Background: an optimization exercise with open tools, aiming at small area. Do not read the settings as production practice.
Function was checked by simulation only, so behaviour that the tests miss may differ from the original.
The clock input has no modelled driver; a real chip could not lean on it and would need a root buffer or a full tree.
Power figures rest on the tool's default switching activity, not on a simulated workload.

Setup of old:
Design safecrack_final_version, start of the top module:
module safecrack_final_version (
    input             clk,
    input             rst,
    input             confirm,
    input      [3:0]  btn_n,
    output reg        led_green,
    output reg        led_red
);
Size: roughly 130 cells after synthesis, roughly 48 flip-flops, roughly 9 I/O pins, roughly 1600 um^2 of cells after synthesis.
==> module safecrack_final_version, before the edit <==
module safecrack_final_version (
    input             clk,
    input             rst,
    input             confirm,
    input      [3:0]  btn_n,
    output reg        led_green,
    output reg        led_red
);
    localparam [3:0] S_IDLE_U = 4'd0;
    localparam [3:0] S_PROG_U = 4'd4;
    localparam [3:0] S_IDLE_S = 4'd2;
    localparam [3:0] S_PROG_S = 4'd6;
    localparam [3:0] S_IN1 = 4'd10;
    localparam [3:0] S_FB1 = 4'd11;
    localparam [3:0] S_IN2 = 4'd12;
    localparam [3:0] S_FB2 = 4'd13;
    localparam [3:0] S_IN3 = 4'd14;
    localparam [3:0] S_FB3 = 4'd15;
    localparam [3:0] S_CHECK = 4'd8;
    localparam [3:0] S_UNL = 4'd1;
    localparam [3:0] S_LOCK = 4'd9;
    reg [3:0] bs1, bs2;
    reg       fe_any;
    reg [1:0] fe_dig;
    wire [3:0] fall = bs2 & ~bs1;
    wire [1:0] fdig = fall[0] ? 2'd0 : fall[1] ? 2'd1 : fall[2] ? 2'd2 : 2'd3;
    always @(posedge clk) begin
        bs1 <= btn_n;
        bs2 <= bs1;
    end
    reg cs1, cs2;
    always @(posedge clk or posedge rst)
        if (rst) begin cs1 <= 1'b0; cs2 <= 1'b0; end
        else begin cs1 <= confirm; cs2 <= cs1; end
    reg [3:0] state;
    reg [1:0] aux;
    reg [1:0] pw0, pw1, pw2;    
    reg [12:0] cnt;           
    reg [8:0] bq;            
    reg       bh;                
    wire in_st = (state == S_IN1) | (state == S_IN2) | (state == S_IN3);
    wire fb_st = (state == S_FB1) | (state == S_FB2) | (state == S_FB3);
    wire match = (fe_dig == pw0);
    wire fb_done = cnt[0] & ~cnt[1] & cnt[3] & ~cnt[4] & cnt[5] & cnt[7] & cnt[9] & ~cnt[10] & ~cnt[11] & cnt[12];
    wire lk_done = fb_done & cnt[2] & cnt[8] & fe_any & fe_dig[0] & ~aux[1];
    wire store = (state == S_PROG_U) & fe_any & (aux != 2'd3);
    always @(posedge clk or posedge rst)
        if (rst) begin state <= S_IDLE_U; aux <= 2'd0; end
        else begin
            case (state)
                S_IDLE_U: if (cs2) state <= S_PROG_U;
                S_PROG_U: begin
                    if (!cs2) state <= (aux == 2'd3) ? S_IDLE_S : S_IDLE_U;
                    if (store) aux <= (aux == 2'd0) ? 2'd1 : (aux == 2'd1) ? 2'd2 : 2'd3;
                end
                S_IDLE_S: begin
                    aux[1] <= 1'b1;
                    state <= cs2 ? S_PROG_S : S_IN1;
                end
                S_PROG_S: if (!cs2) state <= S_IDLE_S;
                S_IN1:  if (fe_any) state <= S_FB1;
                S_FB1:  if (fb_done) state <= S_IN2;
                S_IN2:  if (fe_any) state <= S_FB2;
                S_FB2:  if (fb_done) state <= S_IN3;
                S_IN3:  if (fe_any) state <= S_FB3;
                S_FB3:  if (fb_done) state <= S_CHECK;
                S_CHECK: begin
                    state <= aux[1] ? S_UNL : S_LOCK;
                    aux <= 2'd0;
                end
                S_UNL:  if (cs2) state <= S_PROG_S;
                S_LOCK: begin
                    if (lk_done) state <= S_IDLE_S;
                    aux <= {aux[0], fe_dig[0]};
                end
                default: state <= S_IDLE_U;
            endcase
            if (in_st & fe_any) aux <= {aux[1] & match, match};
        end
    always @(posedge clk) begin
        if (store) begin
            pw0 <= pw1; pw1 <= pw2; pw2 <= fe_dig;
        end else if (in_st & fe_any) begin
            pw0 <= pw1; pw1 <= pw2; pw2 <= pw0;
        end
    end
    wire run = fb_st | (state == S_LOCK);
    wire [12:0] cq = cnt ^ 13'd2730;
    wire cfb = cq[2] ^ ((state == S_LOCK) ? aux[1] : cq[12]);
    wire [12:0] cnext = run ? {cq[11:0], cfb} : 13'd5136;
    always @(posedge clk) cnt <= cnext ^ 13'd2730;
    always @(posedge clk) begin
        fe_dig[1] <= fdig[1];
        if (state == S_LOCK) begin
            fe_any <= cq[12]; fe_dig[0] <= fe_any;
        end else if (state == S_CHECK) begin
            fe_any <= 1'b1; fe_dig[0] <= 1'b1;
        end else begin
            fe_any <= |fall; fe_dig[0] <= fdig[0];
        end
    end
    wire bjump = ~bq[0] & ~bq[1] & bq[2] & bq[3] & ~bq[4] & ~bq[5] & bq[7] & (bq[8] ~^ bh);
    always @(posedge clk or posedge rst)
        if (rst) begin bq <= 9'd409; bh <= 1'b0; end
        else begin
            bq <= {bq[7:0], bq[8] ^ bq[1] ^ bq[4] ^ bq[6] ^ bjump};
            bh <= bh ^ bjump;
        end
    always @(*) begin
        led_green = (state == S_UNL) | (fb_st & aux[0] & bh);
        led_red = (state == S_LOCK);
    end
endmodule
Settings: LEC_CHECK=0, CAP_MARGIN=20, CORE_AREA=2 2 60 60, DIE_AREA=0 0 62 62, SLEW_MARGIN=20; clock period 10.0 ns.
standard.sh (not shown) runs the stock make flow with config.mk's settings and CLKGATE_MAP_FILE= SYNTH_SCRIPT=/design/flow/synth_recipe.tcl, a recipe that flattens the netlist after the stock synthesis.
==> flow/flow/run.sh <==
#!/bin/bash
# Layout flow: the standard ORFS flow (standard.sh) with three changes that
# only affect how the layout is built:
#  - synthesis is synth_recipe.tcl unchanged, except that Yosys's abc call uses an
#    area-oriented ABC script (flow/abc_area.script); flip-flop mapping is untouched;
#  - port buffers use sky130_fd_sc_hd__buf_1;
#  - the clock tree is one level of CLKBUF_N buffers (flow/cts_hook.tcl), each at the
#    centroid of its share of the registers, all driven from the clock port.
set -euo pipefail
W=$(pwd)
{
  echo 'proc abc {args} {'
  echo '  set i [lsearch -exact $args -script]'
  echo "  if {\$i >= 0} { lset args [expr {\$i+1}] $W/flow/abc_area.script }"
  echo '  yosys abc {*}$args'
  echo '}'
  cat synth_recipe.tcl
} > synth_area.tcl
export PRE_CTS_TCL=$W/flow/cts_hook.tcl
export CLKBUF_CELL=sky130_fd_sc_hd__buf_6
export CLKBUF_N=3
bash standard.sh SYNTH_SCRIPT=$W/synth_area.tcl \
  'BUFFER_PORTS_ARGS=-buffer_cell sky130_fd_sc_hd__buf_1' finish > standard.log 2>&1
Other scripts of this flow, unchanged in this note and not shown: flow/flow/abc_area.script, flow/flow/cts_hook.tcl
Modified inputs, new compared to old
-- flow/design.v --
<<< old, line 24
    reg [1:0] fe_dig;
    wire [3:0] fall = bs2 & ~bs1;
    wire [1:0] fdig = fall[0] ? 2'd0 : fall[1] ? 2'd1 : fall[2] ? 2'd2 : 2'd3;
    always @(posedge clk) begin
        bs1 <= btn_n;
        bs2 <= bs1;
    end
    reg cs1, cs2;
>>> new, line 24
    reg [1:0] fe_dig;
    wire [3:0] fall = bs2 & ~bs1;
    always @(posedge clk) begin
        bs1 <= btn_n;
        bs2 <= bs1;
        fe_any <= |fall;
        fe_dig <= fall[0] ? 2'd0 : fall[1] ? 2'd1 : fall[2] ? 2'd2 : 2'd3;
    end
    reg cs1, cs2;
<<< old, line 36
    reg [1:0] aux;
    reg [1:0] pw0, pw1, pw2;    
    reg [12:0] cnt;           
    reg [8:0] bq;            
    reg       bh;                
>>> new, line 37
    reg [1:0] aux;
    reg [1:0] pw0, pw1, pw2;    
    reg [14:0] cnt;           
    reg [8:0] bq;            
    reg       bh;                
<<< old, line 42
    wire fb_st = (state == S_FB1) | (state == S_FB2) | (state == S_FB3);
    wire match = (fe_dig == pw0);
    wire fb_done = cnt[0] & ~cnt[1] & cnt[3] & ~cnt[4] & cnt[5] & cnt[7] & cnt[9] & ~cnt[10] & ~cnt[11] & cnt[12];
    wire lk_done = fb_done & cnt[2] & cnt[8] & fe_any & fe_dig[0] & ~aux[1];
    wire store = (state == S_PROG_U) & fe_any & (aux != 2'd3);
    always @(posedge clk or posedge rst)
>>> new, line 43
    wire fb_st = (state == S_FB1) | (state == S_FB2) | (state == S_FB3);
    wire match = (fe_dig == pw0);
    wire fb_done = ~cnt[1] & ~cnt[4] & cnt[5] & cnt[6] & ~cnt[7] & cnt[8] & ~cnt[10] & cnt[11] & cnt[13] & ~cnt[14];
    wire lk_done = fb_done & cnt[2] & ~cnt[3] & ~cnt[9] & cnt[12] & ~aux[0];
    wire store = (state == S_PROG_U) & fe_any & (aux != 2'd3);
    always @(posedge clk or posedge rst)
<<< old, line 72
                S_LOCK: begin
                    if (lk_done) state <= S_IDLE_S;
                    aux <= {aux[0], fe_dig[0]};
                end
                default: state <= S_IDLE_U;
>>> new, line 73
                S_LOCK: begin
                    if (lk_done) state <= S_IDLE_S;
                    aux <= {aux[0], cq[14]};
                end
                default: state <= S_IDLE_U;
<<< old, line 86
    end
    wire run = fb_st | (state == S_LOCK);
    wire [12:0] cq = cnt ^ 13'd2730;
    wire cfb = cq[2] ^ ((state == S_LOCK) ? aux[1] : cq[12]);
    wire [12:0] cnext = run ? {cq[11:0], cfb} : 13'd5136;
    always @(posedge clk) cnt <= cnext ^ 13'd2730;
    always @(posedge clk) begin
        fe_dig[1] <= fdig[1];
        if (state == S_LOCK) begin
            fe_any <= cq[12]; fe_dig[0] <= fe_any;
        end else if (state == S_CHECK) begin
            fe_any <= 1'b1; fe_dig[0] <= 1'b1;
        end else begin
            fe_any <= |fall; fe_dig[0] <= fdig[0];
        end
    end
    wire bjump = ~bq[0] & ~bq[1] & bq[2] & bq[3] & ~bq[4] & ~bq[5] & bq[7] & (bq[8] ~^ bh);
    always @(posedge clk or posedge rst)
>>> new, line 87
    end
    wire run = fb_st | (state == S_LOCK);
    wire [14:0] cq = cnt ^ 15'd10922;
    wire cfb = cq[13] ^ ((state == S_LOCK) ? aux[1] : cq[14]);
    wire [14:0] cnext = run ? {cq[13:0], cfb} : 15'd834;
    always @(posedge clk) cnt <= cnext ^ 15'd10922;
    wire bjump = ~bq[0] & ~bq[1] & bq[2] & bq[3] & ~bq[4] & ~bq[5] & bq[7] & (bq[8] ~^ bh);
    always @(posedge clk or posedge rst)
Findings:
old → new: synthesized area rose by 0.54%, detailed router's first-iteration violation count rose by about 10%. On overall power after layout, the lower figure sits with new, not old. Internal reg-to-reg setup slack in new is 290 ps above old. Min final net count across old and new: old. led_red as the last element of the critical path was reported by old, and led_green by new. Re share of total power in combinational logic: old was higher than new. Per the comparison of new with old, number of vias per cell after detailed routing went down about 4%, minimum clock period after layout went down 160 ps. Worst voltage drop across the vdd grid in new vs old: up about 4.7%. Summary of new over old: final cell count moved up, fmax moved up, switching component of the power moved down. The synthesis-to-finish area growth was comparable across old and new. Taking old as the reference point, the number of cell instances on the worst register-to-register path of new falls by 1.
In every run of this note, the design's own scripts or RTL, not TritonCTS, make the clock network.

-- re-timing with driven ports --
No port has a modelled driver above. Below, the same layouts with a new extraction and two added sets of constraints.
Step 1 sets driving cells, clkbuf_16 on the clock port and buf_2 on the other inputs (assumed; they add their load-dependent delay and slew).
Step 2 moves the port delays by t, midway between the first and last clock arrival at a register: inputs arrive t later, outputs are due t later. That takes back most of the time a late clock gives input paths.
Three values: no drivers, after step 1, after step 2; two values: the first two.
| run | t (ns) | slack for setup (ns) | worst setup path after step 2 |
|---|---|---|---|
| old | 0.175 | 6.399 / 6.352 / 6.527 | register to output |
| new | 0.171 | 6.561 / 6.517 / 6.688 | register to output |
After both steps setup and hold are still met in every run listed.
